This design comes from an exercise in tuning for small area on the open sky130 flow, not from production work. At most, simulation tests tie the RTL to the original design; equivalence was not proved. Function not checked in runs 2 and 5: the RTL went through the layout flow alone. Power figures rest on the tool's default switching activity, not on a simulated workload.

==> flow/design.v <==
module Convolution_pipeline(
    clk,
    rst_n,
    in_valid,
    In_IFM_1,
    In_IFM_2,
    In_IFM_3,
    In_IFM_4,
    In_Weight_1,
    In_Weight_2,
    In_Weight_3,
    In_Weight_4,
    Out_OFM
    );
input clk, rst_n;
input in_valid;
input [3:0] In_IFM_1;
input [3:0] In_IFM_2;
input [3:0] In_IFM_3;
input [3:0] In_IFM_4;
input [3:0] In_Weight_1;
input [3:0] In_Weight_2;
input [3:0] In_Weight_3;
input [3:0] In_Weight_4;
output [11:0] Out_OFM;
wire pp1_00, pp1_01, pp1_02, pp1_03, pp1_10, pp1_11, pp1_12, pp1_13, pp1_20, pp1_21, pp1_22, pp1_23, pp1_30, pp1_31, pp1_32, pp1_33, pp2_00, pp2_01, pp2_02, pp2_03, pp2_10, pp2_11, pp2_12, pp2_13, pp2_20, pp2_21, pp2_22, pp2_23, pp2_30, pp2_31, pp2_32, pp2_33, pp3_00, pp3_01, pp3_02, pp3_03, pp3_10, pp3_11, pp3_12, pp3_13, pp3_20, pp3_21, pp3_22, pp3_23, pp3_30, pp3_31, pp3_32, pp3_33, pp4_00, pp4_01, pp4_02, pp4_03, pp4_10, pp4_11, pp4_12, pp4_13, pp4_20, pp4_21, pp4_22, pp4_23, pp4_30, pp4_31, pp4_32, pp4_33, fs1, fc2, fs3, fc4, fs5, fc6, fs7, fc8, fs9, fc10, fs11, fc12, fs13, fc14, fs15, fc16, fs17, fc18, fs19, fc20, fs21, fc22, fs23, fc24, fs25, fc26, fs27, fc28, fs29, fc30, fs31, fc32, fs33, fc34, fs35, fc36, fs37, fc38, fs39, fc40, fs41, fc42, fs43, fc44, fs45, fc46, fs47, fc48, fs49, fc50, fs51, fc52, fs53, fc54, fs55, fc56, fs57, fc58, fs59, fc60, fs61, fc62, fs63, fc64, fs65, fc66, fs67, fc68, fs69, fc70, fs71, fc72, fs73, fc74, fs75, fc76, fs77, fc78, fs79, fc80, fs81, fc82, fs83, fc84, fs85, fc86, fs87, fc88, fs89, fc90, fs91, fc92, fs93, fc94, fs95, fc96, fs97, fc98, fs99, fc100, fs101, fc102, x103, cn104, x105, cn106, x107, x108, cn109, x110, cn111, x112, cn113, x114, cn115, x116, cn117, x118, x119, cn120, x121, x122, cn123;
assign pp1_00 = ~(In_IFM_1[0] & In_Weight_1[0]);
assign pp1_01 = ~(In_IFM_1[0] & In_Weight_1[1]);
assign pp1_02 = ~(In_IFM_1[0] & In_Weight_1[2]);
assign pp1_03 = ~(In_IFM_1[0] & In_Weight_1[3]);
assign pp1_10 = ~(In_IFM_1[1] & In_Weight_1[0]);
assign pp1_11 = ~(In_IFM_1[1] & In_Weight_1[1]);
assign pp1_12 = ~(In_IFM_1[1] & In_Weight_1[2]);
assign pp1_13 = ~(In_IFM_1[1] & In_Weight_1[3]);
assign pp1_20 = ~(In_IFM_1[2] & In_Weight_1[0]);
assign pp1_21 = ~(In_IFM_1[2] & In_Weight_1[1]);
assign pp1_22 = ~(In_IFM_1[2] & In_Weight_1[2]);
assign pp1_23 = ~(In_IFM_1[2] & In_Weight_1[3]);
assign pp1_30 = ~(In_IFM_1[3] & In_Weight_1[0]);
assign pp1_31 = ~(In_IFM_1[3] & In_Weight_1[1]);
assign pp1_32 = ~(In_IFM_1[3] & In_Weight_1[2]);
assign pp1_33 = ~(In_IFM_1[3] & In_Weight_1[3]);
assign pp2_00 = ~(In_IFM_2[0] & In_Weight_2[0]);
assign pp2_01 = ~(In_IFM_2[0] & In_Weight_2[1]);
assign pp2_02 = ~(In_IFM_2[0] & In_Weight_2[2]);
assign pp2_03 = ~(In_IFM_2[0] & In_Weight_2[3]);
assign pp2_10 = ~(In_IFM_2[1] & In_Weight_2[0]);
assign pp2_11 = ~(In_IFM_2[1] & In_Weight_2[1]);
assign pp2_12 = ~(In_IFM_2[1] & In_Weight_2[2]);
assign pp2_13 = ~(In_IFM_2[1] & In_Weight_2[3]);
assign pp2_20 = ~(In_IFM_2[2] & In_Weight_2[0]);
assign pp2_21 = ~(In_IFM_2[2] & In_Weight_2[1]);
assign pp2_22 = ~(In_IFM_2[2] & In_Weight_2[2]);
assign pp2_23 = ~(In_IFM_2[2] & In_Weight_2[3]);
assign pp2_30 = ~(In_IFM_2[3] & In_Weight_2[0]);
assign pp2_31 = ~(In_IFM_2[3] & In_Weight_2[1]);
assign pp2_32 = ~(In_IFM_2[3] & In_Weight_2[2]);
assign pp2_33 = ~(In_IFM_2[3] & In_Weight_2[3]);
assign pp3_00 = ~(In_IFM_3[0] & In_Weight_3[0]);
assign pp3_01 = ~(In_IFM_3[0] & In_Weight_3[1]);
assign pp3_02 = ~(In_IFM_3[0] & In_Weight_3[2]);
assign pp3_03 = ~(In_IFM_3[0] & In_Weight_3[3]);
assign pp3_10 = ~(In_IFM_3[1] & In_Weight_3[0]);
assign pp3_11 = ~(In_IFM_3[1] & In_Weight_3[1]);
assign pp3_12 = ~(In_IFM_3[1] & In_Weight_3[2]);
assign pp3_13 = ~(In_IFM_3[1] & In_Weight_3[3]);
assign pp3_20 = ~(In_IFM_3[2] & In_Weight_3[0]);
assign pp3_21 = ~(In_IFM_3[2] & In_Weight_3[1]);
assign pp3_22 = ~(In_IFM_3[2] & In_Weight_3[2]);
assign pp3_23 = ~(In_IFM_3[2] & In_Weight_3[3]);
assign pp3_30 = ~(In_IFM_3[3] & In_Weight_3[0]);
assign pp3_31 = ~(In_IFM_3[3] & In_Weight_3[1]);
assign pp3_32 = ~(In_IFM_3[3] & In_Weight_3[2]);
assign pp3_33 = ~(In_IFM_3[3] & In_Weight_3[3]);
assign pp4_00 = ~(In_IFM_4[0] & In_Weight_4[0]);
assign pp4_01 = ~(In_IFM_4[0] & In_Weight_4[1]);
assign pp4_02 = ~(In_IFM_4[0] & In_Weight_4[2]);
assign pp4_03 = ~(In_IFM_4[0] & In_Weight_4[3]);
assign pp4_10 = ~(In_IFM_4[1] & In_Weight_4[0]);
assign pp4_11 = ~(In_IFM_4[1] & In_Weight_4[1]);
assign pp4_12 = ~(In_IFM_4[1] & In_Weight_4[2]);
assign pp4_13 = ~(In_IFM_4[1] & In_Weight_4[3]);
assign pp4_20 = ~(In_IFM_4[2] & In_Weight_4[0]);
assign pp4_21 = ~(In_IFM_4[2] & In_Weight_4[1]);
assign pp4_22 = ~(In_IFM_4[2] & In_Weight_4[2]);
assign pp4_23 = ~(In_IFM_4[2] & In_Weight_4[3]);
assign pp4_30 = ~(In_IFM_4[3] & In_Weight_4[0]);
assign pp4_31 = ~(In_IFM_4[3] & In_Weight_4[1]);
assign pp4_32 = ~(In_IFM_4[3] & In_Weight_4[2]);
assign pp4_33 = ~(In_IFM_4[3] & In_Weight_4[3]);
Conv_fa u_fs1 (.a(pp1_00), .b(pp2_00), .c(pp3_00), .s(fs1), .co(fc2));
Conv_fa u_fs3 (.a(pp1_01), .b(pp1_10), .c(pp2_01), .s(fs3), .co(fc4));
Conv_fa u_fs5 (.a(pp2_10), .b(pp3_01), .c(pp3_10), .s(fs5), .co(fc6));
Conv_fa u_fs7 (.a(pp1_02), .b(pp1_11), .c(pp1_20), .s(fs7), .co(fc8));
Conv_fa u_fs9 (.a(pp2_02), .b(pp2_11), .c(pp2_20), .s(fs9), .co(fc10));
Conv_fa u_fs11 (.a(pp3_02), .b(pp3_11), .c(pp3_20), .s(fs11), .co(fc12));
Conv_fa u_fs13 (.a(pp4_02), .b(pp4_11), .c(pp4_20), .s(fs13), .co(fc14));
Conv_fa u_fs15 (.a(pp1_03), .b(pp1_12), .c(pp1_21), .s(fs15), .co(fc16));
Conv_fa u_fs17 (.a(pp1_30), .b(pp2_03), .c(pp2_12), .s(fs17), .co(fc18));
Conv_fa u_fs19 (.a(pp2_21), .b(pp2_30), .c(pp3_03), .s(fs19), .co(fc20));
Conv_fa u_fs21 (.a(pp3_12), .b(pp3_21), .c(pp3_30), .s(fs21), .co(fc22));
Conv_fa u_fs23 (.a(pp4_03), .b(pp4_12), .c(pp4_21), .s(fs23), .co(fc24));
Conv_fa u_fs25 (.a(pp1_13), .b(pp1_22), .c(pp1_31), .s(fs25), .co(fc26));
Conv_fa u_fs27 (.a(pp2_13), .b(pp2_22), .c(pp2_31), .s(fs27), .co(fc28));
Conv_fa u_fs29 (.a(pp3_13), .b(pp3_22), .c(pp3_31), .s(fs29), .co(fc30));
Conv_fa u_fs31 (.a(pp4_13), .b(pp4_22), .c(pp4_31), .s(fs31), .co(fc32));
Conv_fa u_fs33 (.a(pp1_23), .b(pp1_32), .c(pp2_23), .s(fs33), .co(fc34));
Conv_fa u_fs35 (.a(pp2_32), .b(pp3_23), .c(pp3_32), .s(fs35), .co(fc36));
Conv_fa u_fs37 (.a(pp1_33), .b(pp2_33), .c(pp3_33), .s(fs37), .co(fc38));
Conv_fa u_fs39 (.a(pp4_01), .b(pp4_10), .c(fc2), .s(fs39), .co(fc40));
Conv_fa u_fs41 (.a(pp4_30), .b(fc10), .c(fc12), .s(fs41), .co(fc42));
Conv_fa u_fs43 (.a(fc16), .b(fc18), .c(fc20), .s(fs43), .co(fc44));
Conv_fa u_fs45 (.a(pp4_23), .b(pp4_32), .c(fc26), .s(fs45), .co(fc46));
Conv_fa u_fs47 (.a(fc28), .b(fc30), .c(fc32), .s(fs47), .co(fc48));
Conv_fa u_fs49 (.a(pp4_33), .b(fc34), .c(fc36), .s(fs49), .co(fc50));
Conv_fa u_fs51 (.a(fc4), .b(fc6), .c(fs11), .s(fs51), .co(fc52));
Conv_fa u_fs53 (.a(fs13), .b(fs7), .c(fs9), .s(fs53), .co(fc54));
Conv_fa u_fs55 (.a(fc14), .b(fc8), .c(fs15), .s(fs55), .co(fc56));
Conv_fa u_fs57 (.a(fs17), .b(fs19), .c(fs21), .s(fs57), .co(fc58));
Conv_fa u_fs59 (.a(fc22), .b(fc24), .c(fs25), .s(fs59), .co(fc60));
Conv_fa u_fs61 (.a(fs27), .b(fs29), .c(fs31), .s(fs61), .co(fc62));
Conv_fa u_fs63 (.a(fs33), .b(fs35), .c(fc44), .s(fs63), .co(fc64));
Conv_fa u_fs65 (.a(fs37), .b(fc46), .c(fc48), .s(fs65), .co(fc66));
Conv_fa u_fs67 (.a(fs23), .b(fc52), .c(fc54), .s(fs67), .co(fc68));
Conv_fa u_fs69 (.a(fc42), .b(fc56), .c(fc58), .s(fs69), .co(fc70));
Conv_fa u_fs71 (.a(fs3), .b(fs5), .c(fs39), .s(fs71), .co(fc72));
Conv_fa u_fs73 (.a(fc60), .b(fc62), .c(fs45), .s(fs73), .co(fc74));
Conv_fa u_fs75 (.a(fc40), .b(fs51), .c(fs53), .s(fs75), .co(fc76));
Conv_fa u_fs77 (.a(fs41), .b(fs55), .c(fs57), .s(fs77), .co(fc78));
Conv_fa u_fs79 (.a(fs43), .b(fs59), .c(fs61), .s(fs79), .co(fc80));
Conv_fa u_fs81 (.a(fc38), .b(fc50), .c(fc66), .s(fs81), .co(fc82));
Conv_fa u_fs83 (.a(fs47), .b(fc70), .c(fs63), .s(fs83), .co(fc84));
Conv_fa u_fs85 (.a(fs49), .b(fc64), .c(fc74), .s(fs85), .co(fc86));
Conv_fa u_fs87 (.a(fc68), .b(fc78), .c(fs69), .s(fs87), .co(fc88));
Conv_fa u_fs89 (.a(fc76), .b(fs67), .c(fs77), .s(fs89), .co(fc90));
Conv_fa u_fs91 (.a(r1[6]), .b(r1[7]), .c(r1[8]), .s(fs91), .co(fc92));
Conv_fa u_fs93 (.a(r1[10]), .b(r1[11]), .c(r1[12]), .s(fs93), .co(fc94));
Conv_fa u_fs95 (.a(r1[9]), .b(fc92), .c(fs93), .s(fs95), .co(fc96));
Conv_fa u_fs97 (.a(r1[13]), .b(r1[14]), .c(r1[15]), .s(fs97), .co(fc98));
Conv_fa u_fs99 (.a(fc94), .b(fs97), .c(fc96), .s(fs99), .co(fc100));
Conv_fa u_fs101 (.a(r1[16]), .b(r1[17]), .c(fc98), .s(fs101), .co(fc102));
Conv_xor u_x103 (.a(r1[0]), .b(r1[1]), .y(x103));
assign cn104 = r1[0] | r1[1];
Conv_xor u_x105 (.a(r1[2]), .b(cn104), .y(x105));
assign cn106 = r1[2] | cn104;
Conv_xor u_x107 (.a(r1[3]), .b(r1[4]), .y(x107));
Conv_xor u_x108 (.a(x107), .b(cn106), .y(x108));
assign cn109 = x107 ? cn106 : r1[3];
Conv_xor u_x110 (.a(r1[5]), .b(cn109), .y(x110));
assign cn111 = r1[5] | cn109;
Conv_xor u_x112 (.a(fs91), .b(cn111), .y(x112));
assign cn113 = fs91 | cn111;
Conv_xor u_x114 (.a(fs95), .b(cn113), .y(x114));
assign cn115 = fs95 | cn113;
Conv_xor u_x116 (.a(fs99), .b(cn115), .y(x116));
assign cn117 = fs99 | cn115;
Conv_xor u_x118 (.a(fc100), .b(fs101), .y(x118));
Conv_xor u_x119 (.a(x118), .b(cn117), .y(x119));
assign cn120 = x118 ? cn117 : fc100;
Conv_xor u_x121 (.a(r1[18]), .b(fc102), .y(x121));
Conv_xor u_x122 (.a(x121), .b(cn120), .y(x122));
assign cn123 = x121 ? cn120 : r1[18];
reg [18:0] r1;
reg [9:0] s2, s3;
always @(posedge clk) begin
    if (in_valid) begin
        r1[0] <= pp4_00;
        r1[1] <= fs1;
        r1[2] <= fs71;
        r1[3] <= fc72;
        r1[4] <= fs75;
        r1[5] <= fs89;
        r1[6] <= fs79;
        r1[7] <= fs87;
        r1[8] <= fc90;
        r1[9] <= fc80;
        r1[10] <= fs73;
        r1[11] <= fs83;
        r1[12] <= fc88;
        r1[13] <= fs65;
        r1[14] <= fc84;
        r1[15] <= fs85;
        r1[16] <= fs81;
        r1[17] <= fc86;
        r1[18] <= fc82;
        s2 <= {cn123, x122, x119, x116, x114, x112, x110, x108, x105, x103};
        s3 <= s2;
    end
end
reg [1:0] cnt;
always @(posedge clk or negedge rst_n) begin
    if (!rst_n)
        cnt <= 2'b00;
    else if (in_valid)
        cnt <= {cnt[1] | cnt[0], ~cnt[1]};
end
reg [9:0] ofm;
always @(posedge clk or negedge rst_n) begin
    if (!rst_n)
        ofm <= 10'd0;
    else if (in_valid && cnt == 2'b10)
        ofm <= {~s3[9], ~s3[8], ~s3[7], s3[6], s3[5], s3[4], s3[3], ~s3[2], s3[1], s3[0]};
end
assign Out_OFM = {2'b00, ofm};
endmodule
module Conv_fa(a, b, c, s, co);
input a, b, c;
output s, co;
assign s = a ^ b ^ c;
assign co = (a & b) | (c & (a ^ b));
endmodule
module Conv_xor(a, b, y);
input a, b;
output y;
assign y = a ^ b;
endmodule
==> flow/flow/run.sh <==
#!/bin/bash
# The standard layout (the standard.sh), with two changes:
#  - the port buffers are buf_1 cells (the default picks a 10 um2 delay buffer)
#  - CTS inserts no dummy clock loads
export BUFFER_PORTS_ARGS="-buffer_cell sky130_fd_sc_hd__buf_1"
export CTS_ARGS="-sink_clustering_enable -sink_clustering_size 60 -sink_clustering_max_diameter 500 -repair_clock_nets -dont_use_dummy_load -buf_list sky130_fd_sc_hd__clkbuf_16 -root_buf sky130_fd_sc_hd__clkbuf_16"
bash standard.sh > standard.log 2>&1
==> flow/standard.sh <==
#!/bin/bash
# synth_recipe.tcl (not shown) runs the flow's synth.tcl, then flattens the netlist and writes it again
# the make line also repeats each setting of config.mk as NAME=value (left out here)
make -C /OpenROAD-flow-scripts/flow DESIGN_CONFIG=/design/flow/config.mk WORK_HOME=/design/flow/orfs CLKGATE_MAP_FILE= SYNTH_SCRIPT=/design/flow/synth_recipe.tcl "${@:-finish}"
==> flow/config.mk <==
export PLATFORM = sky130hd
export DESIGN_NAME = Convolution_pipeline
export DESIGN_NICKNAME = Convolution_pipeline
export VERILOG_FILES = /design/flow/design.v
export SDC_FILE = /design/flow/constraint.sdc
export NUM_CORES = 4
export LEC_CHECK = 0
export CAP_MARGIN = 0
export CORE_MARGIN = 2
export CORE_UTILIZATION = 60
export GPL_TIMING_DRIVEN = 0
export PLACE_DENSITY = 0.7
export SLEW_MARGIN = 0
export SYNTH_HIERARCHICAL = 1
export SYNTH_MINIMUM_KEEP_SIZE = 0
==> flow/constraint.sdc <==
create_clock -name core_clock -period 3.0 [get_ports {clk}]
set_input_delay 0.6000 -clock core_clock [delete_from_list [all_inputs] [get_ports {clk}]]
set_output_delay 0.6000 -clock core_clock [all_outputs]
set_load 0.01 [all_outputs]
==> flow_summary.toml, run 1 <==
[sta]
fin_tns_setup_ns = 0
max_slew_margin_pct = 40.2
tightest_slew_ns = 0.896
period_share_pct = 93.3
setup_viol = 0
min_period_ns = 2.80
fin_worst_skew_ns = 0.00786
drv_slew = 0
final-hold-violation-count = 0
fmax_ghz = 0.357
rsz0062_at_grt = "no"

[worst_setup_path]
cpMostUsedCell = "fa_1"
path_buf_inv = 1
rr_startpoint = "r1[6]"
critPathCapture = "r1[5]"
path_class = "primary input to flop"
r2r-end = "s2[8]"
reg2reg_depth = 7
cp_slowest_cell = "fa_1"
required_ns = 3.02
cp_num_cells = 6
cp-end-kind = "flop"
worstPathCellList = "buf_1 > nand2_1 > fa_1 > fa_1 > fa_1 > fa_1"
critPathArrivalTime_ns = 2.82
crit_family = "adder cells"
crit_start = "In_Weight_1[0]"
startpoint_type = "primary input"
r2r_slack_ns = 0.22
crit_fanout = 4
cp_slowest_stage_delay_ns = 0.57

[final_layout]
fin_nets = 355
fill_cells = 364
layout-drive-gt1-share_pct = 7.49
synthToLayoutAreaGrowth_pct = 12.5
instances_no_fill = 337
regArea_um2 = 1470
multi_input_area_um2 = 1610
diodes = 0

[pwr]
ir_worst_vdd_v = 0.000340
p_leak_nw = 1.20
power_per_cell_area_nw_per_um2 = 749

[die]
core_um2 = 5040
fp.dieH_um = 75.8
dieArea_um2 = 5750
ios = 47
die_w_um = 75.8
initial_core_util_pct = 61.4
rows = 26

[place]
dp.cells = 332
routabilityCongestion = 0.889
port_buffers = 44
dpl.hpwl_um = 4040

[synth]
synth_cells = 217
synth_top_area_share_pct = 37.8
yosysMostFrequentCell = "nand2_1"
ys.warnings.count = 7
synth_edf_count = 39
postSynth.asyncResetShare_pct = 23.5
ys_top_cells_by_area = "edfxtp_1 38%, fa_1 33%, dfrtp_1 9.7%"
ys_types = 25
yosys-top-cells-count = "69 x nand2_1, 51 x fa_1, 39 x edfxtp_1"
seq_area_frac_synth_pct = 47.5
ys.flop_type = "edfxtp_1"
syn_area_per_cell_um2 = 14.3
synth_top_area_cell = "edfxtp_1"
syn_area_um2 = 3100
synth_seq_cells = 51

[clocking]
cts.sinks = 51
cts_buffer_depth = 2
postCtsSetupRepairBufs = 0
cts_root_buf = "clkbuf_16"
cts_hold_buf = 0
cts_tree = "done"
cts_max_level = 2
numCtsBuffers = 5
clock_latency_ns = 0.28
clk_pin_slew_worst_paths_ns = 0.06

[drt]
dr_total_vias = 1780
drtIter0Drc = 99
drt-wirelength-per-cell_um = 14.7
drc = 0
firstDrtPassIters = 5
totalWireLength_um = 4970
routed_via_density = 5.28
final_antenna_net_count = 0

[run]
maxCapViolCount = 0

[global_route]
grt_max_degree = 44
grt_first_pass_wirelength_um = 8300
grt_usage_pct = 20.7
grt_antenna_before_repair = 0
grt-ovfl-total = 0
grt_pass1_vias = 1804

[worst_hold_path]
hold_path.class = "primary input to asynchronous set/reset pin"

[status]
status = "timing/DRC/antenna clean"
## worst min-delay path by stage
stage	start	end	cells after the start
floorplan	rst_n	cnt[0]	0
global placement	s2[0]	s3[0]	0
detailed placement	s2[7]	s3[7]	0
CTS	rst_n	ofm[5]	1
global route	rst_n	ofm[5]	1
finish	rst_n	ofm[5]	1
## worst reg2reg max path: stages (launching register included)
cell,delay (ns)
edfxtp_1,0.40
fa_1,0.47
fa_1,0.41
fa_1,0.48
nor4_1,0.21
a21boi_2,0.26
a21oi_1,0.11
xor2_1,0.18
## final cells by class
cell class                 instances  area share [%]
buffer                             3           0.539
clock buffer                       5            3.59
inverter                           1           0.108
multi-input combinational        163            46.2
sequential                        51            42.2
tap                               70            2.51
timing repair buffer              44            4.78
## per-layer routing
metal	vias up	GRT usage [%]	part of all wire, %
met4	0	9.16	2.8
met5	-	0	0
met3	12	4.37	4.0
li1	816	-	-
met2	58	36.3	53
met1	894	24.7	40
## cells in the final DEF (no fill, tap or decap), types with 2 or more instances in the layout
master     netlist  layout
nand2_1         69      69
fa_1            51      51
buf_1            0      43
edfxtp_1        39      39
xor2_1          12      12
dfrtp_1         12      12
mux2_2           6       6
o21ai_0          5       5
clkbuf_16        0       5
or2_2            3       3
nor2_1           2       2
a21oi_1          2       2
buf_4            2       2
conb_1           1       2
## where the power goes
group          internal, W  switching [W]  total [W]
combinational     0.000427       0.000491   0.000917
clock             0.000294       0.000206   0.000500
sequential         0.00110      0.0000877    0.00119
total              0.00183       0.000784    0.00261
## kinds of logic (layout without fill, tap and decap cells)
family,Yosys count,in the layout,share of synthesized area (%)
flip-flops,51,51,47.5
XOR/XNOR,12,12,3.39
AND/OR/NAND/NOR,82,82,11.2
other,1,2,0.121
adder cells (fa/ha/maj),51,51,33.0
buffers and inverters,4,53,0.727
multiplexers,7,7,2.50
AO/OA/AOI/OAI,9,9,1.62
## sequential cells by signal, indices dropped and copies added, names as in the netlist
name and flops:
r1 19, ofm 10, s2 10, s3 10
cnt 2
## per-module statistics from Yosys, one instance, submodules excluded
module / cells / times used / cell area, µm²
Convolution_pipeline: 154 / 1 / 1970
Conv_fa: 1 / 51 / 20.0
Conv_xor: 1 / 12 / 8.76
## metrics by stage
stage	util (%)	setup slack, ns	hold slack [ns]	power [W]	cell area [µm²]
3_3_place_gp	66.5	-0.418	0.401	0.00209	3350
5_1_grt	69.1	0.0663	0.348	0.00285	3480
4_1_cts	69.0	0.0995	0.319	0.00265	3480
2_1_floorplan	-	0.182	0.304	0.00189	3100
3_5_place_dp	66.5	-0.0958	0.406	0.00214	3350
6_report	69.1	0.202	0.300	0.00261	3480
## what timing repair did
| item | in CTS | in global routing |
|---|---|---|
| pin swaps | 0 | 0 |
| gates resized for setup | 1 | 1 |
| endpoints found under the setup margin | 1 | 1 |
==> inputs of run 2 (changes only) <==
--- a/flow/design.v
+++ b/flow/design.v
@@ -23,7 +23,7 @@
 input [3:0] In_Weight_3;
 input [3:0] In_Weight_4;
 output [11:0] Out_OFM;
-wire pp1_00, pp1_01, pp1_02, pp1_03, pp1_10, pp1_11, pp1_12, pp1_13, pp1_20, pp1_21, pp1_22, pp1_23, pp1_30, pp1_31, pp1_32, pp1_33, pp2_00, pp2_01, pp2_02, pp2_03, pp2_10, pp2_11, pp2_12, pp2_13, pp2_20, pp2_21, pp2_22, pp2_23, pp2_30, pp2_31, pp2_32, pp2_33, pp3_00, pp3_01, pp3_02, pp3_03, pp3_10, pp3_11, pp3_12, pp3_13, pp3_20, pp3_21, pp3_22, pp3_23, pp3_30, pp3_31, pp3_32, pp3_33, pp4_00, pp4_01, pp4_02, pp4_03, pp4_10, pp4_11, pp4_12, pp4_13, pp4_20, pp4_21, pp4_22, pp4_23, pp4_30, pp4_31, pp4_32, pp4_33, fs1, fc2, fs3, fc4, fs5, fc6, fs7, fc8, fs9, fc10, fs11, fc12, fs13, fc14, fs15, fc16, fs17, fc18, fs19, fc20, fs21, fc22, fs23, fc24, fs25, fc26, fs27, fc28, fs29, fc30, fs31, fc32, fs33, fc34, fs35, fc36, fs37, fc38, fs39, fc40, fs41, fc42, fs43, fc44, fs45, fc46, fs47, fc48, fs49, fc50, fs51, fc52, fs53, fc54, fs55, fc56, fs57, fc58, fs59, fc60, fs61, fc62, fs63, fc64, fs65, fc66, fs67, fc68, fs69, fc70, fs71, fc72, fs73, fc74, fs75, fc76, fs77, fc78, fs79, fc80, fs81, fc82, fs83, fc84, fs85, fc86, fs87, fc88, fs89, fc90, fs91, fc92, fs93, fc94, fs95, fc96, fs97, fc98, fs99, fc100, fs101, fc102, x103, cn104, x105, cn106, x107, x108, cn109, x110, cn111, x112, cn113, x114, cn115, x116, cn117, x118, x119, cn120, x121, x122, cn123;
+wire pp1_00, pp1_01, pp1_02, pp1_03, pp1_10, pp1_11, pp1_12, pp1_13, pp1_20, pp1_21, pp1_22, pp1_23, pp1_30, pp1_31, pp1_32, pp1_33, pp2_00, pp2_01, pp2_02, pp2_03, pp2_10, pp2_11, pp2_12, pp2_13, pp2_20, pp2_21, pp2_22, pp2_23, pp2_30, pp2_31, pp2_32, pp2_33, pp3_00, pp3_01, pp3_02, pp3_03, pp3_10, pp3_11, pp3_12, pp3_13, pp3_20, pp3_21, pp3_22, pp3_23, pp3_30, pp3_31, pp3_32, pp3_33, pp4_00, pp4_01, pp4_02, pp4_03, pp4_10, pp4_11, pp4_12, pp4_13, pp4_20, pp4_21, pp4_22, pp4_23, pp4_30, pp4_31, pp4_32, pp4_33, fs1, fc2, fs3, fc4, fs5, fc6, fs7, fc8, fs9, fc10, fs11, fc12, fs13, fc14, fs15, fc16, fs17, fc18, fs19, fc20, fs21, fc22, fs23, fc24, fs25, fc26, fs27, fc28, fs29, fc30, fs31, fc32, fs33, fc34, fs35, fc36, fs37, fc38, fs39, fc40, fs41, fc42, fs43, fc44, fs45, fc46, fs47, fc48, fs49, fc50, fs51, fc52, fs53, fc54, fs55, fc56, fs57, fc58, fs59, fc60, fs61, fc62, fs63, fc64, fs65, fc66, fs67, fc68, fs69, fc70, fs71, fc72, fs73, fc74, fs75, fc76, fs77, fc78, fs79, fc80, fs81, fc82, fs83, fc84, fs85, fc86, fs87, fc88, fs89, fc90, x91, cn92, x93, cn94, x95, x96, cn97, fs98, fc99, fs100, fc101, fs102, fc103, fs104, fc105, fs106, fc107, fs108, fc109, x110, cn111, x112, cn113, x114, cn115, x116, cn117, x118, x119, cn120, x121, x122, cn123;
 assign pp1_00 = ~(In_IFM_1[0] & In_Weight_1[0]);
 assign pp1_01 = ~(In_IFM_1[0] & In_Weight_1[1]);
 assign pp1_02 = ~(In_IFM_1[0] & In_Weight_1[2]);
@@ -133,57 +133,56 @@
 Conv_fa u_fs85 (.a(fs49), .b(fc64), .c(fc74), .s(fs85), .co(fc86));
 Conv_fa u_fs87 (.a(fc68), .b(fc78), .c(fs69), .s(fs87), .co(fc88));
 Conv_fa u_fs89 (.a(fc76), .b(fs67), .c(fs77), .s(fs89), .co(fc90));
-Conv_fa u_fs91 (.a(r1[6]), .b(r1[7]), .c(r1[8]), .s(fs91), .co(fc92));
-Conv_fa u_fs93 (.a(r1[10]), .b(r1[11]), .c(r1[12]), .s(fs93), .co(fc94));
-Conv_fa u_fs95 (.a(r1[9]), .b(fc92), .c(fs93), .s(fs95), .co(fc96));
-Conv_fa u_fs97 (.a(r1[13]), .b(r1[14]), .c(r1[15]), .s(fs97), .co(fc98));
-Conv_fa u_fs99 (.a(fc94), .b(fs97), .c(fc96), .s(fs99), .co(fc100));
-Conv_fa u_fs101 (.a(r1[16]), .b(r1[17]), .c(fc98), .s(fs101), .co(fc102));
-Conv_xor u_x103 (.a(r1[0]), .b(r1[1]), .y(x103));
-assign cn104 = r1[0] | r1[1];
-Conv_xor u_x105 (.a(r1[2]), .b(cn104), .y(x105));
-assign cn106 = r1[2] | cn104;
-Conv_xor u_x107 (.a(r1[3]), .b(r1[4]), .y(x107));
-Conv_xor u_x108 (.a(x107), .b(cn106), .y(x108));
-assign cn109 = x107 ? cn106 : r1[3];
-Conv_xor u_x110 (.a(r1[5]), .b(cn109), .y(x110));
-assign cn111 = r1[5] | cn109;
-Conv_xor u_x112 (.a(fs91), .b(cn111), .y(x112));
-assign cn113 = fs91 | cn111;
-Conv_xor u_x114 (.a(fs95), .b(cn113), .y(x114));
-assign cn115 = fs95 | cn113;
-Conv_xor u_x116 (.a(fs99), .b(cn115), .y(x116));
-assign cn117 = fs99 | cn115;
-Conv_xor u_x118 (.a(fc100), .b(fs101), .y(x118));
+Conv_xor u_x91 (.a(pp4_00), .b(fs1), .y(x91));
+assign cn92 = pp4_00 | fs1;
+Conv_xor u_x93 (.a(fs71), .b(cn92), .y(x93));
+assign cn94 = fs71 | cn92;
+Conv_xor u_x95 (.a(fc72), .b(fs75), .y(x95));
+Conv_xor u_x96 (.a(x95), .b(cn94), .y(x96));
+assign cn97 = x95 ? cn94 : fc72;
+Conv_fa u_fs98 (.a(r1[5]), .b(r1[6]), .c(r1[7]), .s(fs98), .co(fc99));
+Conv_fa u_fs100 (.a(r1[10]), .b(r1[11]), .c(r1[8]), .s(fs100), .co(fc101));
+Conv_fa u_fs102 (.a(r1[9]), .b(fc99), .c(fs100), .s(fs102), .co(fc103));
+Conv_fa u_fs104 (.a(r1[12]), .b(r1[13]), .c(r1[14]), .s(fs104), .co(fc105));
+Conv_fa u_fs106 (.a(fc101), .b(fs104), .c(fc103), .s(fs106), .co(fc107));
+Conv_fa u_fs108 (.a(r1[15]), .b(r1[16]), .c(fc105), .s(fs108), .co(fc109));
+Conv_xor u_x110 (.a(r1[3]), .b(r1[4]), .y(x110));
+assign cn111 = r1[3] | r1[4];
+Conv_xor u_x112 (.a(fs98), .b(cn111), .y(x112));
+assign cn113 = fs98 | cn111;
+Conv_xor u_x114 (.a(fs102), .b(cn113), .y(x114));
+assign cn115 = fs102 | cn113;
+Conv_xor u_x116 (.a(fs106), .b(cn115), .y(x116));
+assign cn117 = fs106 | cn115;
+Conv_xor u_x118 (.a(fc107), .b(fs108), .y(x118));
 Conv_xor u_x119 (.a(x118), .b(cn117), .y(x119));
-assign cn120 = x118 ? cn117 : fc100;
-Conv_xor u_x121 (.a(r1[18]), .b(fc102), .y(x121));
+assign cn120 = x118 ? cn117 : fc107;
+Conv_xor u_x121 (.a(r1[17]), .b(fc109), .y(x121));
 Conv_xor u_x122 (.a(x121), .b(cn120), .y(x122));
-assign cn123 = x121 ? cn120 : r1[18];
-reg [18:0] r1;
+assign cn123 = x121 ? cn120 : r1[17];
+reg [17:0] r1;
 reg [9:0] s2, s3;
 always @(posedge clk) begin
     if (in_valid) begin
-        r1[0] <= pp4_00;
-        r1[1] <= fs1;
-        r1[2] <= fs71;
-        r1[3] <= fc72;
-        r1[4] <= fs75;
-        r1[5] <= fs89;
-        r1[6] <= fs79;
-        r1[7] <= fs87;
-        r1[8] <= fc90;
-        r1[9] <= fc80;
-        r1[10] <= fs73;
-        r1[11] <= fs83;
-        r1[12] <= fc88;
-        r1[13] <= fs65;
-        r1[14] <= fc84;
-        r1[15] <= fs85;
-        r1[16] <= fs81;
-        r1[17] <= fc86;
-        r1[18] <= fc82;
-        s2 <= {cn123, x122, x119, x116, x114, x112, x110, x108, x105, x103};
+        r1[0] <= x91;
+        r1[1] <= x93;
+        r1[2] <= x96;
+        r1[3] <= fs89;
+        r1[4] <= cn97;
+        r1[5] <= fs79;
+        r1[6] <= fs87;
+        r1[7] <= fc90;
+        r1[8] <= fc80;
+        r1[9] <= fs73;
+        r1[10] <= fs83;
+        r1[11] <= fc88;
+        r1[12] <= fs65;
+        r1[13] <= fc84;
+        r1[14] <= fs85;
+        r1[15] <= fs81;
+        r1[16] <= fc86;
+        r1[17] <= fc82;
+        s2 <= {cn123, x122, x119, x116, x114, x112, x110, r1[2], r1[1], r1[0]};
         s3 <= s2;
     end
 end
==> flow/flow/run.sh (replaced) <==
#!/bin/bash
# The standard layout (the standard.sh), with two changes:
#  - the port buffers are buf_1 cells (the default picks a 10 um2 delay buffer)
#  - CTS inserts no dummy clock loads
export BUFFER_PORTS_ARGS="-buffer_cell sky130_fd_sc_hd__buf_1"
export CTS_ARGS="-sink_clustering_enable -repair_clock_nets -dont_use_dummy_load"
bash standard.sh > standard.log 2>&1
==> run 2 against run 1 <==
Effect of this change: sequential cell count shrank 1; design area shrank 1.1%; critical path depth grew 1; maximum frequency shrank 3.9%; global-route usage shrank 0.21 points; critical endpoint is now r1[4].
==> flow_summary.toml, run 2 <==
[sta]
period_share_pct = 97.1
fin_worst_skew_ns = 0.0214
rsz0062_at_grt = "no"
drv_slew = 0
fin_tns_setup_ns = 0
max_slew_margin_pct = 42.2
min_period_ns = 2.91
fmax_ghz = 0.343
final-hold-violation-count = 0
tightest_slew_ns = 0.867
setup_viol = 0

[worst_setup_path]
crit_fanout = 6
required_ns = 3.00
crit_start = "In_IFM_4[0]"
cp_slowest_stage_delay_ns = 0.58
cpMostUsedCell = "fa_1"
cp_slowest_cell = "fa_1"
startpoint_type = "primary input"
rr_startpoint = "r1[5]"
worstPathCellList = "buf_1 > nand2_1 > fa_1 > fa_1 > fa_1 > xor2_2 > a41oi_1"
path_class = "primary input to flop"
path_buf_inv = 1
crit_family = "adder cells"
critPathArrivalTime_ns = 2.92
cp-end-kind = "flop"

[final_layout]
final_common_cell = "nand2_1"
top_register = "r1"
fin_nets = 354
largest_reg_flops = 18
diodes = 0
regArea_um2 = 1440
layout_common_cells = "65 x nand2_1, 51 x fa_1, 43 x buf_1"
layout-drive-gt1-share_pct = 7.52
synthToLayoutAreaGrowth_pct = 10.7
fill_cells = 383
multi_input_area_um2 = 1630
final_design_area_no_fill_um2 = 3440

[drt]
drtIter0Drc = 137
drc = 0
final_antenna_net_count = 0
firstDrtPassIters = 4
drt-wirelength-per-cell_um = 15.5
totalWireLength_um = 5210
routed_via_density = 5.23
dr_total_vias = 1757

[die]
ios = 47
die_w_um = 76.0
initial_core_util_pct = 61.7
fp.dieH_um = 76.0
rows = 26
dieArea_um2 = 5770
core_um2 = 5040

[worst_hold_path]
hold_path.class = "primary input to asynchronous set/reset pin"

[status]
status = "timing/DRC/antenna clean"

[synth]
synth_edf_count = 38
synth_top_area_cell = "edfxtp_1"
ys_top_cells_by_area = "edfxtp_1 37%, fa_1 33%, dfrtp_1 9.7%"
synth_cells = 216
seq_area_frac_synth_pct = 46.4
syn_area_um2 = 3110
ys.flop_type = "edfxtp_1"
yosys-top-cells-count = "65 x nand2_1, 51 x fa_1, 38 x edfxtp_1"
yosysMostFrequentCell = "nand2_1"
postSynth.asyncResetShare_pct = 24.0
synth_seq_cells = 50
ys.warnings.count = 7
synth_top_area_share_pct = 36.7
syn_area_per_cell_um2 = 14.4
ys_types = 24

[place]
dpl_cell_area_um2 = 3370
routabilityCongestion = 0.942
dpl.hpwl_um = 4450
port_buffers = 44

[clocking]
postCtsSetupRepairBufs = 0
cts_root_buf = "clkbuf_8"
ctsResizeCount = 0
cts_max_level = 2
cts_hold_buf = 0
numCtsBuffers = 5
cts_tree = "done"
cts.sinks = 50
cts_buffer_depth = 2
clock_latency_ns = 0.29
clk_pin_slew_worst_paths_ns = 0.09

[global_route]
grt_pass1_vias = 1966
grt_max_degree = 43
grt-ovfl-total = 0
grt_first_pass_wirelength_um = 9060
grt_antenna_before_repair = 0
grt_usage_pct = 20.5

[pwr]
p_leak_nw = 1.23
ir_worst_vdd_v = 0.000385
power_per_cell_area_nw_per_um2 = 736

[run]
maxCapViolCount = 0
## run 2: changes by cell type in the layout (fill, tap and decap cells not counted), sizes merged, moves of 3 or more
cell / change
nor2: +3
o21ai: -5
inv: +5
nand2: -4
mux2i: +3
## run 2: cell families (layout without fill, tap and decap cells)
logic type | Yosys count | count (layout) | share of synthesized area [%]
AND/OR/NAND/NOR | 78 | 78 | 10.4
adder cells (fa/ha/maj) | 51 | 51 | 32.8
flip-flops | 50 | 50 | 46.4
XOR/XNOR | 12 | 12 | 3.38
multiplexers | 10 | 10 | 4.19
buffers and inverters | 9 | 58 | 1.57
AO/OA/AOI/OAI | 5 | 5 | 1.17
other | 1 | 2 | 0.121
## run 2: Yosys stat by module, one instance, submodules excluded
module                cells inside  flip-flops and latches
Conv_xor                         1                       0
Conv_fa                          1                       0
Convolution_pipeline           153                      50
## run 2: worst paths after layout
kind,endpoint,slack (ns),depth (start not counted)
min in group core_clock,s3[1],0.41,0
setup / recovery,r1[4],0.09,7
hold reg to reg,s3[1],0.41,0
hold / removal,ofm[6],0.29,1
setup reg to reg,s2[8],0.32,7
max in group asynchronous,ofm[0],2.29,1
## run 2: final cells by class
| type | count | area share (%) |
|---|---|---|
| Buffer | 3 | 0.763 |
| Clock buffer | 5 | 2.00 |
| Inverter | 6 | 0.654 |
| Multi-Input combinational cell | 158 | 47.3 |
| Sequential cell | 50 | 41.9 |
| Tap cell | 70 | 2.54 |
| Timing Repair Buffer | 44 | 4.83 |
## run 2: power by group
group | switching [W] | internal [W] | leakage (nW)
Sequential | 0.0000937 | 0.00109 | 0.511
Combinational | 0.000547 | 0.000470 | 0.682
Clock | 0.000186 | 0.000151 | 0.0359
## run 2: metrics by stage
stage / power [W] / instances / setup WS [ns] / util [%] / hold slack (ns)
final: 0.00254 / 336 / 0.0872 / 68.3 / 0.291
after global routing: 0.00275 / 336 / 0.00359 / 68.3 / 0.323
after CTS: 0.00256 / 336 / 0.0735 / 68.1 / 0.299
after detailed placement: 0.00222 / 331 / -0.232 / 66.8 / 0.405
after global placement: 0.00216 / 331 / -0.160 / 66.7 / 0.400
after floorplan: 0.00195 / 217 / 0.182 / - / 0.304
## run 2: layer usage
metal / vias to the layer above / track usage, % / routed length (µm)
li1: 803 / - / -
met4: 0 / 5.09 / 55
met5: - / 0 / 0
met2: 58 / 39.4 / 2860
met3: 6 / 3.32 / 226
met1: 890 / 24.0 / 2070
## run 2: worst register-to-register path: stages, from the launching register on
cell      delay (ns)
edfxtp_1        0.43
fa_1            0.48
fa_1            0.43
fa_1            0.43
xor2_1          0.33
nor2_1          0.08
a31oi_1         0.17
xor2_1          0.08
==> inputs of run 3 (changes only) <==
--- a/flow/design.v
+++ b/flow/design.v
@@ -194,11 +194,24 @@
         cnt <= {cnt[1] | cnt[0], ~cnt[1]};
 end
 reg [9:0] ofm;
+wire [9:0] ofm_d;
+wire ofm_en = in_valid && cnt == 2'b10;
+wire ofm_en_n = ~ofm_en;
+Conv_hold u_hold0 (.en(ofm_en), .en_n(ofm_en_n), .d(s3[0]), .q(ofm[0]), .y(ofm_d[0]));
+Conv_hold u_hold1 (.en(ofm_en), .en_n(ofm_en_n), .d(s3[1]), .q(ofm[1]), .y(ofm_d[1]));
+Conv_holdn u_hold2 (.en_n(ofm_en_n), .d(s3[2]), .q(ofm[2]), .y(ofm_d[2]));
+Conv_hold u_hold3 (.en(ofm_en), .en_n(ofm_en_n), .d(s3[3]), .q(ofm[3]), .y(ofm_d[3]));
+Conv_hold u_hold4 (.en(ofm_en), .en_n(ofm_en_n), .d(s3[4]), .q(ofm[4]), .y(ofm_d[4]));
+Conv_hold u_hold5 (.en(ofm_en), .en_n(ofm_en_n), .d(s3[5]), .q(ofm[5]), .y(ofm_d[5]));
+Conv_hold u_hold6 (.en(ofm_en), .en_n(ofm_en_n), .d(s3[6]), .q(ofm[6]), .y(ofm_d[6]));
+Conv_holdn u_hold7 (.en_n(ofm_en_n), .d(s3[7]), .q(ofm[7]), .y(ofm_d[7]));
+Conv_holdn u_hold8 (.en_n(ofm_en_n), .d(s3[8]), .q(ofm[8]), .y(ofm_d[8]));
+Conv_holdn u_hold9 (.en_n(ofm_en_n), .d(s3[9]), .q(ofm[9]), .y(ofm_d[9]));
 always @(posedge clk or negedge rst_n) begin
     if (!rst_n)
         ofm <= 10'd0;
-    else if (in_valid && cnt == 2'b10)
-        ofm <= {~s3[9], ~s3[8], ~s3[7], s3[6], s3[5], s3[4], s3[3], ~s3[2], s3[1], s3[0]};
+    else
+        ofm <= ofm_d;
 end
 assign Out_OFM = {2'b00, ofm};
 endmodule
@@ -208,6 +221,16 @@
 assign s = a ^ b ^ c;
 assign co = (a & b) | (c & (a ^ b));
 endmodule
+module Conv_hold(en, en_n, d, q, y);
+input en, en_n, d, q;
+output y;
+assign y = (en & d) | (en_n & q);
+endmodule
+module Conv_holdn(en_n, d, q, y);
+input en_n, d, q;
+output y;
+assign y = (~en_n & ~d) | (en_n & q);
+endmodule
 module Conv_xor(a, b, y);
 input a, b;
 output y;
--- a/flow/config.mk
+++ b/flow/config.mk
@@ -5,6 +5,7 @@
 export SDC_FILE = /design/flow/constraint.sdc
 export NUM_CORES = 4
 export LEC_CHECK = 0
+export ABC_AREA = 1
 export CAP_MARGIN = 0
 export CORE_MARGIN = 2
 export CORE_UTILIZATION = 60
==> run 3 against run 2 <==
Effect of this change: via count increased by 10%; sequential share of layout area shrank 0.83 points; largest cell class unchanged; maximum frequency up 2.6%; still clean on timing, DRC and antenna; critical path depth shrank 1; worst setup slack improved by 0.074 ns; critical endpoint is now r1[3]; wire length fell by 2.5%; highest routed layer unchanged; critical path type unchanged; largest power group unchanged.
==> flow_summary.toml, run 3 <==
[status]
status = "timing/DRC/antenna clean"

[final_layout]
final_common_cell = "nand2_1"
final_design_area_no_fill_um2 = 3510
final_util_pct = 68.8
fin_nets = 418
layout-drive-gt1-share_pct = 4.24
diodes = 0
layout_common_cells = "129 x nand2_1, 51 x fa_1, 43 x buf_1"
top_register = "r1"
largest_reg_flops = 18
synthToLayoutAreaGrowth_pct = 10.2

[worst_setup_path]
critPathCapture = "r1[3]"
r2r-end = "s2[8]"
worstPathCellList = "buf_1 > nand2_1 > fa_1 > fa_1 > fa_1 > fa_1"
cp_slowest_stage_delay_ns = 0.55
path_class = "primary input to flop"
startpoint_type = "primary input"
crit_fanout = 4
crit_start = "In_IFM_4[0]"
critPathArrivalTime_ns = 2.87
r2r_slack_ns = 0.48
cp-end-kind = "flop"
reg2reg_depth = 10
rr_startpoint = "r1[10]"
required_ns = 3.04
cpMostUsedCell = "fa_1"
cp_slowest_cell = "fa_1"

[die]
die_w_um = 76.9
rows = 26
dieArea_um2 = 5910
fp.dieH_um = 76.9
ios = 47
initial_core_util_pct = 62.4
core_um2 = 5110

[clocking]
ctsResizeCount = 0
cts_tree = "done"
clock_latency_ns = 0.29
cts.sinks = 50
numCtsBuffers = 5
cts_hold_buf = 0
postCtsSetupRepairBufs = 0
clk_pin_slew_worst_paths_ns = 0.09
cts_max_level = 2
cts_root_buf = "clkbuf_8"
cts_buffer_depth = 2

[synth]
seq_area_frac_synth_pct = 45.2
synth_top_family_by_area = "adder cells"
synth_cells = 280
yosys-top-cells-count = "129 x nand2_1, 51 x fa_1, 38 x edfxtp_1"
ys_types = 18
synth_seq_cells = 50
ys.warnings.count = 7
synth_top_area_cell = "edfxtp_1"
ys.flop_type = "edfxtp_1"
syn_area_um2 = 3190
synth_top_area_share_pct = 35.8
synth_edf_count = 38
postSynth.asyncResetShare_pct = 24.0
synthAdderAreaFrac_pct = 32.0
synth-simple-area-share_pct = 17.0
synth_compound_area_share_pct = 1.37
yosysMostFrequentCell = "nand2_1"
synth.area.mux_share_pct = 0
synth_xor_area_share_pct = 0
ys_top_cells_by_area = "edfxtp_1 36%, fa_1 32%, nand2_1 15%"
syn_area_per_cell_um2 = 11.4

[run]
maxCapViolCount = 0

[global_route]
grt_usage_pct = 19.6
grt_antenna_before_repair = 0
grt-ovfl-total = 0
grt_max_degree = 42
grt_pass1_vias = 1982
grt_first_pass_wirelength_um = 8870

[sta]
whs_ns = 0.301
setup_viol = 0
fin_tns_setup_ns = 0
drv_slew = 0
tightest_slew_ns = 0.875
max_slew_margin_pct = 41.7
final-hold-violation-count = 0
period_share_pct = 94.6
rsz0062_at_grt = "no"
min_period_ns = 2.84
fmax_ghz = 0.352
fin_worst_skew_ns = 0.0205

[drt]
totalWireLength_um = 5080
drc = 0
drt-wirelength-per-cell_um = 12.7
firstDrtPassIters = 6
routed_via_density = 4.84
drtIter0Drc = 139
final_antenna_net_count = 0
dr_total_vias = 1936

[worst_hold_path]
hold_path.class = "primary input to asynchronous set/reset pin"

[place]
port_buffers = 44
dpl.hpwl_um = 4250
routabilityCongestion = 0.865
dpl_cell_area_um2 = 3440

[pwr]
ir_worst_vdd_v = 0.000406
p_leak_nw = 1.45
power_per_cell_area_nw_per_um2 = 721
[run 3: changes by cell type after synthesis, moves of 2 or more]
cell	previous run	this run
nor2_1	5	2
or2_2	2	0
xor2_1	12	0
nand2_1	65	129
o21ai_1	0	4
mux2i_1	4	0
inv_1	6	32
mux2_4	6	0
[run 3: per-stage QoR]
step | total power [W] | setup WS [ns] | cells
6_report | 0.00253 | 0.162 | 400
5_1_grt | 0.00281 | 0.0777 | 400
4_1_cts | 0.00258 | 0.163 | 400
3_5_place_dp | 0.00224 | -0.159 | 395
3_3_place_gp | 0.00216 | -0.340 | 395
2_1_floorplan | 0.00196 | 0.182 | 281
[run 3: worst min-delay path by stage]
stage               start      to  slack [ns]  cells after the start
finish              rst_n  ofm[8]        0.30                      1
global route        rst_n  ofm[8]        0.35                      1
CTS                 rst_n  ofm[8]        0.32                      1
detailed placement  s2[7]   s3[7]        0.41                      0
global placement    s2[7]   s3[7]        0.40                      0
floorplan           rst_n  cnt[0]        0.30                      0
[run 3: layer usage]
| metal | part of all wire, % | global-route usage, % |
|---|---|---|
| met5 | 0 | 0 |
| met4 | 2.0 | 6.91 |
| met3 | 4.8 | 3.41 |
| met2 | 52 | 34.2 |
| met1 | 42 | 24.9 |
[run 3: final cells by class]
type	instances	area, µm²
plain buffers	2	15.0
clock buffers	5	68.8
fillers	423	1590
inverters	32	120
multi-input cells	197	1610
flip-flops and latches	50	1440
well taps	70	87.6
repair buffers	44	166
[run 3: worst max-delay path: cells and delay by family]
family / cells / cell delay, ns
simple gates: 1 / 0.13
fa+ha+maj: 4 / 1.96
buf+inv: 1 / 0.19
[run 3: cells by family after synthesis]
logic type      after synthesis
compound gates                7
fa+ha+maj                    51
flops                        50
simple gates                137
other cells                   1
buf+inv                      34
[run 3: report_power, final]
part | leakage [nW] | switching (W) | internal [W] | total (W)
registers | 0.519 | 0.0000785 | 0.00106 | 0.00113
logic | 0.896 | 0.000631 | 0.000427 | 0.00106
clock network | 0.0359 | 0.000190 | 0.000151 | 0.000341
total | 1.45 | 0.000900 | 0.00163 | 0.00253
[run 3: modules after synthesis, one instance, submodules excluded]
| module | cell area (µm²) | cells inside | times used | flip-flops and latches |
|---|---|---|---|---|
| Conv_fa | 20.0 | 1 | 51 | 0 |
| Conv_hold | 11.3 | 3 | 6 | 0 |
| Convolution_pipeline | 1840 | 143 | 1 | 50 |
| Conv_holdn | 8.76 | 2 | 4 | 0 |
| Conv_xor | 18.8 | 5 | 12 | 0 |
==> inputs of run 4 (changes only) <==
--- a/flow/config.mk
+++ b/flow/config.mk
@@ -5,7 +5,6 @@
 export SDC_FILE = /design/flow/constraint.sdc
 export NUM_CORES = 4
 export LEC_CHECK = 0
-export ABC_AREA = 1
 export CAP_MARGIN = 0
 export CORE_MARGIN = 2
 export CORE_UTILIZATION = 60
==> run 4 against run 3 <==
Effect of this change: critical path depth increased by 1; global-route usage is 0.76 points higher; maximum frequency is 1.9% lower; utilization grew 1.5 points; critical endpoint is now r1[4]; synthesized cell count shrank 23%; final cell count down 17%; worst hold slack got worse by 0.0083 ns; first-iteration DRC count decreased by 24%; sequential power grew 4%; highest routed layer unchanged.
==> flow_summary.toml, run 4 <==
[sta]
whs_ns = 0.292
max_slew_margin_pct = 41.8
fmax_ghz = 0.346
final-hold-violation-count = 0
min_period_ns = 2.89
drv_slew = 0
tightest_slew_ns = 0.873
setup_viol = 0
fin_worst_skew_ns = 0.0152
period_share_pct = 96.5

[worst_setup_path]
cp_slowest_stage_delay_ns = 0.57
crit_fanout = 6
startpoint_type = "primary input"
critPathArrivalTime_ns = 2.89
path_buf_inv = 1
crit_family = "adder cells"
r2r_slack_ns = 0.37
worstPathCellList = "buf_1 > nand2_1 > fa_1 > fa_1 > fa_1 > xor2_2 > a41oi_1"
cp-end-kind = "flop"
required_ns = 3.00
cpMostUsedCell = "fa_1"
cp_slowest_cell = "fa_1"
path_class = "primary input to flop"

[synth]
yosysMostFrequentCell = "nand2_1"
synth_edf_count = 38
synth_cells = 216
ys_types = 23
synth_seq_cells = 50
synth_top_area_share_pct = 37.3
ys_top_cells_by_area = "edfxtp_1 37%, fa_1 33%, dfrtp_1 9.8%"
ys.flop_type = "edfxtp_1"
syn_area_per_cell_um2 = 14.2
postSynth.asyncResetShare_pct = 24.0
synth_top_area_cell = "edfxtp_1"
syn_area_um2 = 3060
ys.warnings.count = 7
seq_area_frac_synth_pct = 47.2
yosys-top-cells-count = "69 x nand2_1, 51 x fa_1, 38 x edfxtp_1"

[place]
dpl_cell_area_um2 = 3310
dpl.hpwl_um = 4410
routabilityCongestion = 0.957
port_buffers = 44

[pwr]
p_leak_nw = 1.18
power_per_cell_area_nw_per_um2 = 736
ir_worst_vdd_v = 0.000421
power.total_w = 0.00249

[global_route]
grt_antenna_before_repair = 0
grt_usage_pct = 20.4
grt-ovfl-total = 0
grt_max_degree = 43
grt_pass1_vias = 1864
grt_first_pass_wirelength_um = 8290

[final_layout]
final_common_cell = "nand2_1"
top_register = "r1"
fin_nets = 354
final_design_area_no_fill_um2 = 3390
largest_reg_flops = 18
layout_common_cells = "69 x nand2_1, 51 x fa_1, 43 x buf_1"
layout-drive-gt1-share_pct = 4.51
synthToLayoutAreaGrowth_pct = 10.8
diodes = 0

[clocking]
clk_pin_slew_worst_paths_ns = 0.08
cts.sinks = 50
cts_buffer_depth = 2
clock_latency_ns = 0.29
numCtsBuffers = 5
cts_root_buf = "clkbuf_8"
cts_tree = "done"
cts_max_level = 2

[die]
rows = 25
fp.dieH_um = 75.4
initial_core_util_pct = 63.5
dieArea_um2 = 5680
die_w_um = 75.4
core_um2 = 4820
ios = 47

[status]
status = "timing/DRC/antenna clean"

[drt]
final_antenna_net_count = 0
routed_via_density = 5.46
totalWireLength_um = 5200
dr_total_vias = 1819
drtIter0Drc = 106
firstDrtPassIters = 6
drc = 0
drt-wirelength-per-cell_um = 15.6

[run]
maxCapViolCount = 0

[worst_hold_path]
hold_path.class = "primary input to asynchronous set/reset pin"
## run 4: changes by cell type after synthesis, moves of 2 or more
cell	change
nand2_1	-60
inv_1	-29
xor2_1	+12
a22o_1	+6
nor2_1	+2
or2_2	+2
## run 4: worst reg2reg max path, delay by kind of cell (launching register included)
kind	cells	cell delay [ns]
fa+ha+maj	3	1.32
xor+xnor	2	0.41
flops	1	0.40
compound gates	1	0.18
simple gates	1	0.07
## run 4: layout make-up
type	instances	area [µm²]
multi-input combinational	162	1600
sequential	50	1440
fill	360	1430
timing repair buffer	44	166
tap	67	83.8
clock buffer	5	68.8
buffer	2	15.0
inverter	3	11.3
## run 4: path summary, 6_finish.rpt
kind                        startpoint     end  cells past startpoint
max                        In_IFM_4[0]   r1[4]                      7
min                              rst_n  ofm[6]                      1
max reg2reg                     r1[10]   s2[8]                      7
min reg2reg                      s2[1]   s3[1]                      0
max in group asynchronous        rst_n  ofm[0]                      1
min in group core_clock          s2[1]   s3[1]                      0
## run 4: repair_timing
item	in CTS	in global routing
hold buffers	0	0
gates resized for setup	0	1
setup buffers	0	0
endpoints found under the setup margin	0	1
## run 4: cells by family after synthesis
group,Yosys count,share of synthesized area [%]
muxes,1,0.327
AOI/OAI and AO/OA,14,3.36
other,1,0.123
DFF,50,47.2
buffers and inverters,5,0.859
and+or+nand+nor,82,11.3
xor gates and xnor gates,12,3.44
adders and majority gates,51,33.4
## run 4: per-module statistics from Yosys, one instance, submodules excluded
module	flip-flops and latches	times used	area, µm²	cells inside
Convolution_pipeline	50	1	1840	139
Conv_hold	0	6	8.76	1
Conv_xor	0	12	8.76	1
Conv_holdn	0	4	8.76	2
Conv_fa	0	51	20.0	1
## run 4: routing by layer
metal	GRT usage (%)	wire length [µm]	vias to the layer above
met1	21.8	1930	918
li1	-	-	815
met5	0	0	-
met4	7.41	110	0
met3	5.03	308	14
met2	38.6	2850	72
## run 4: per-stage QoR
stage | setup TNS (ns) | std cells | utilization [%] | setup WS [ns]
2_1_floorplan | 0 | 217 | - | 0.182
4_1_cts | 0 | 333 | 70.2 | 0.0801
3_5_place_dp | -0.939 | 328 | 68.7 | -0.215
6_report | 0 | 333 | 70.3 | 0.106
5_1_grt | -0.0257 | 333 | 70.3 | -0.0257
3_3_place_gp | -6.24 | 328 | 68.7 | -0.577
## run 4: report_power, final
part | total (W) | switching, W | leakage (nW) | internal (W)
clock network | 0.000333 | 0.000183 | 0.0359 | 0.000150
registers | 0.00117 | 0.0000928 | 0.518 | 0.00108
logic | 0.000992 | 0.000548 | 0.622 | 0.000444
==> inputs of run 5 (changes only) <==
--- a/flow/design.v
+++ b/flow/design.v
@@ -134,9 +134,9 @@
 Conv_fa u_fs87 (.a(fc68), .b(fc78), .c(fs69), .s(fs87), .co(fc88));
 Conv_fa u_fs89 (.a(fc76), .b(fs67), .c(fs77), .s(fs89), .co(fc90));
 Conv_xor u_x91 (.a(pp4_00), .b(fs1), .y(x91));
-assign cn92 = pp4_00 | fs1;
+Conv_or u_cn92 (.a(pp4_00), .b(fs1), .y(cn92));
 Conv_xor u_x93 (.a(fs71), .b(cn92), .y(x93));
-assign cn94 = fs71 | cn92;
+Conv_or u_cn94 (.a(fs71), .b(cn92), .y(cn94));
 Conv_xor u_x95 (.a(fc72), .b(fs75), .y(x95));
 Conv_xor u_x96 (.a(x95), .b(cn94), .y(x96));
 assign cn97 = x95 ? cn94 : fc72;
@@ -147,13 +147,13 @@
 Conv_fa u_fs106 (.a(fc101), .b(fs104), .c(fc103), .s(fs106), .co(fc107));
 Conv_fa u_fs108 (.a(r1[15]), .b(r1[16]), .c(fc105), .s(fs108), .co(fc109));
 Conv_xor u_x110 (.a(r1[3]), .b(r1[4]), .y(x110));
-assign cn111 = r1[3] | r1[4];
+Conv_or u_cn111 (.a(r1[3]), .b(r1[4]), .y(cn111));
 Conv_xor u_x112 (.a(fs98), .b(cn111), .y(x112));
-assign cn113 = fs98 | cn111;
+Conv_or u_cn113 (.a(fs98), .b(cn111), .y(cn113));
 Conv_xor u_x114 (.a(fs102), .b(cn113), .y(x114));
-assign cn115 = fs102 | cn113;
+Conv_or u_cn115 (.a(fs102), .b(cn113), .y(cn115));
 Conv_xor u_x116 (.a(fs106), .b(cn115), .y(x116));
-assign cn117 = fs106 | cn115;
+Conv_or u_cn117 (.a(fs106), .b(cn115), .y(cn117));
 Conv_xor u_x118 (.a(fc107), .b(fs108), .y(x118));
 Conv_xor u_x119 (.a(x118), .b(cn117), .y(x119));
 assign cn120 = x118 ? cn117 : fc107;
@@ -231,6 +231,11 @@
 output y;
 assign y = (~en_n & ~d) | (en_n & q);
 endmodule
+module Conv_or(a, b, y);
+input a, b;
+output y;
+assign y = a | b;
+endmodule
 module Conv_xor(a, b, y);
 input a, b;
 output y;
==> run 5 against run 4 <==
Effect of this change: utilization fell by 0.063 points; via count fell by 6.2%; non-clock buffer count did not move; die area fell by 0.97%; clock-buffer cell count did not move; synthesized area fell by 1.0%; worst hold slack got worse by 0.0032 ns; first-iteration DRC count fell by 20%; sequential share of layout area rose by 0.32 points; synthesized cell count fell by 3.7%; critical path type unchanged; highest routed layer unchanged.
==> flow_summary.toml, run 5 <==
[status]
status = "timing/DRC/antenna clean"

[synth]
synth_cells = 208
ys_types = 17
synth_edf_count = 38
ys.warnings.count = 7
synth_top_area_cell = "edfxtp_1"
yosys-top-cells-count = "68 x nand2_1, 51 x fa_1, 38 x edfxtp_1"
postSynth.asyncResetShare_pct = 24.0
yosysMostFrequentCell = "nand2_1"
synth_seq_cells = 50
syn_area_per_cell_um2 = 14.5
ys_top_cells_by_area = "edfxtp_1 38%, fa_1 34%, dfrtp_1 9.9%"
syn_area_um2 = 3030
ys.flop_type = "edfxtp_1"
synth_top_area_share_pct = 37.7
seq_area_frac_synth_pct = 47.6

[final_layout]
layout-drive-gt1-share_pct = 6.59
fill_cells = 348
largest_reg_flops = 18
synthToLayoutAreaGrowth_pct = 11.1
multi_input_area_um2 = 1580
final_common_cell = "nand2_1"
top_register = "r1"
diodes = 0
fin_nets = 346
layout_common_cells = "68 x nand2_1, 51 x fa_1, 38 x buf_1, 38 x edfxtp_1, 12 x dfrtp_1"
regArea_um2 = 1440

[clocking]
cts_max_level = 2
cts_tree = "done"
clock_latency_ns = 0.29
cts_root_buf = "clkbuf_8"
numCtsBuffers = 5
cts_buffer_depth = 2
clk_pin_slew_worst_paths_ns = 0.09
cts.sinks = 50

[global_route]
grt_usage_pct = 19.9
grt_max_degree = 43
grt_antenna_before_repair = 0
grt-ovfl-total = 0
grt_first_pass_wirelength_um = 7880
grt_pass1_vias = 1721

[run]
maxCapViolCount = 0

[pwr]
p_int_w = 0.00167
p_leak_nw = 1.18
swShare_pct = 29.9
ir_worst_vdd_v = 0.000270
p_clk_share_pct = 13.8
seq_power_share_pct = 48.5
p_switching_w = 0.000714
power_frac_comb_pct = 37.7
power_per_cell_area_nw_per_um2 = 709
power.total_w = 0.00239

[place]
port_buffers = 44
dpl.hpwl_um = 4040
routabilityCongestion = 0.891

[sta]
fmax_ghz = 0.339
final-hold-violation-count = 0
max_slew_margin_pct = 40.2
whs_ns = 0.289
min_period_ns = 2.95
setup_viol = 0
rsz0062_at_grt = "no"
fin_worst_skew_ns = 0.0271
drv_slew = 0
fin_tns_setup_ns = 0
period_share_pct = 98.4
tightest_slew_ns = 0.897

[worst_hold_path]
hold_path.class = "primary input to asynchronous set/reset pin"

[die]
fp.dieH_um = 75.0
initial_core_util_pct = 63.2
dieArea_um2 = 5630
rows = 25
die_w_um = 75.0
ios = 47
core_um2 = 4790

[drt]
firstDrtPassIters = 4
routed_via_density = 5.25
drt-wirelength-per-cell_um = 14.9
final_antenna_net_count = 0
drc = 0
dr_total_vias = 1707
drtIter0Drc = 85
totalWireLength_um = 4850

[worst_setup_path]
cp-end-kind = "flop"
path_class = "primary input to flop"
crit_fanout = 4
required_ns = 3.02
startpoint_type = "primary input"
critPathArrivalTime_ns = 2.97
## run 5: area by class of cell
| cell class | instances | share of cell area, % |
|---|---|---|
| Inverter | 1 | 0.112 |
| Clock buffer | 5 | 2.05 |
| Multi-Input combinational cell | 156 | 46.9 |
| Tap cell | 67 | 2.49 |
| Sequential cell | 50 | 42.9 |
| Timing Repair Buffer | 44 | 5.14 |
| Buffer | 2 | 0.447 |
## run 5: power groups by stage
stage / Clock (W) / Sequential [W] / Combinational [W]
after global placement: 0 / 0.00116 / 0.000854
after detailed placement: 0 / 0.00117 / 0.000907
after global routing: 0.000368 / 0.00118 / 0.00103
after floorplan: 0 / 0.00117 / 0.000666
after CTS: 0.000340 / 0.00116 / 0.000918
final: 0.000329 / 0.00116 / 0.000900
## run 5: stage by stage
stage	worst slack [ns]	utilization [%]	instance area [µm²]	cells
2_1_floorplan	0.0352	-	3030	209
3_3_place_gp	-0.597	68.5	3280	320
3_5_place_dp	-0.304	68.5	3280	320
4_1_cts	0.0247	70.1	3360	325
5_1_grt	0.0138	70.2	3360	325
6_report	0.0471	70.2	3360	325
## run 5: logic make-up (layout without fill, tap and decap cells)
kind of cell	Yosys count	in the layout	synth area share [%]
DFF	50	50	47.6
xor gates and xnor gates	12	12	3.47
adders and majority gates	51	51	33.7
AOI/OAI and AO/OA	11	11	2.65
other	1	2	0.124
and+or+nand+nor	76	76	10.0
muxes	4	4	1.70
buffers and inverters	3	52	0.620
## run 5: per-layer routing
metal  global-route usage, %  vias to the layer above  routed length (µm)
met5                       0                        -                   0
met4                    8.33                        0                 131
met3                    4.15                       10                 213
met2                    34.4                       63                2510
met1                    24.5                      854                1990
li1                        -                      780                   -
## run 5: final timing paths
| kind | start | endpoint | slack (ns) | cells after the start |
|---|---|---|---|---|
| min reg2reg | s2[1] | s3[1] | 0.42 | 0 |
| min | rst_n | ofm[7] | 0.29 | 1 |
| max in group asynchronous | rst_n | ofm[4] | 2.29 | 1 |
| min in group core_clock | s2[1] | s3[1] | 0.42 | 0 |
| max reg2reg | r1[10] | s2[9] | 0.22 | 6 |
| max | In_IFM_3[0] | r1[4] | 0.05 | 7 |
## run 5: per-module statistics from Yosys, one instance, submodules excluded
module | times used | cell area, µm² | cells inside
Conv_fa | 51 | 20.0 | 1
Conv_hold | 6 | 8.76 | 1
Conv_holdn | 4 | 8.76 | 2
Conv_or | 6 | 6.26 | 1
Conv_xor | 12 | 8.76 | 1
Convolution_pipeline | 1 | 1770 | 125
## run 5: critical path, stage by stage
cell and delay, ns:
buf_1 0.15, nand2_1 0.10, fa_1 0.57, fa_1 0.46
fa_1 0.57, xor2_2 0.18, mux2_2 0.35
## run 5: timing repair
item,CTS,global route
endpoints found under the setup margin,1,1
buffers inserted,0,0
gates resized for setup,1,5
hold buffers,0,0
hold endpoints to repair,0,0

==> separate check: timing with driven ports <==
Ports are ideal in the flow. The routed layouts listed here were re-timed in OpenROAD. Step 1: set_driving_cell puts a clkbuf_16 on clk and a buf_2 on each other input, an assumption about the parent block. Step 2 also shifts input and output timing later by t, the mid clock arrival at the registers, as if the neighbouring blocks saw the same clock. Three values: no drivers, after step 1, after step 2; two values: the first two.
run | shift t [ns] | setup WS [ns] | latest minus earliest clock arrival (ns) | worst register clock-pin slew, ns
run 1 | 0.309 | 0.202 / 0.205 / -0.104 | 0.008 / 0.008 | 0.06 / 0.06
run 2 | 0.310 | 0.087 / 0.094 / -0.216 | 0.022 / 0.022 | 0.09 / 0.09
run 3 | 0.308 | 0.162 / 0.168 / -0.141 | 0.021 / 0.021 | 0.09 / 0.09
run 4 | 0.309 | 0.106 / 0.108 / -0.201 | 0.015 / 0.016 | 0.08 / 0.08
run 5 | 0.306 | 0.047 / 0.052 / -0.255 | 0.027 / 0.027 | 0.09 / 0.09
With both steps, setup timing fails in every run listed, where it was met with ideal ports. The setup slack of run 4, which loses most, moves by +0.002 ns with the drivers and by -0.307 ns with both steps.
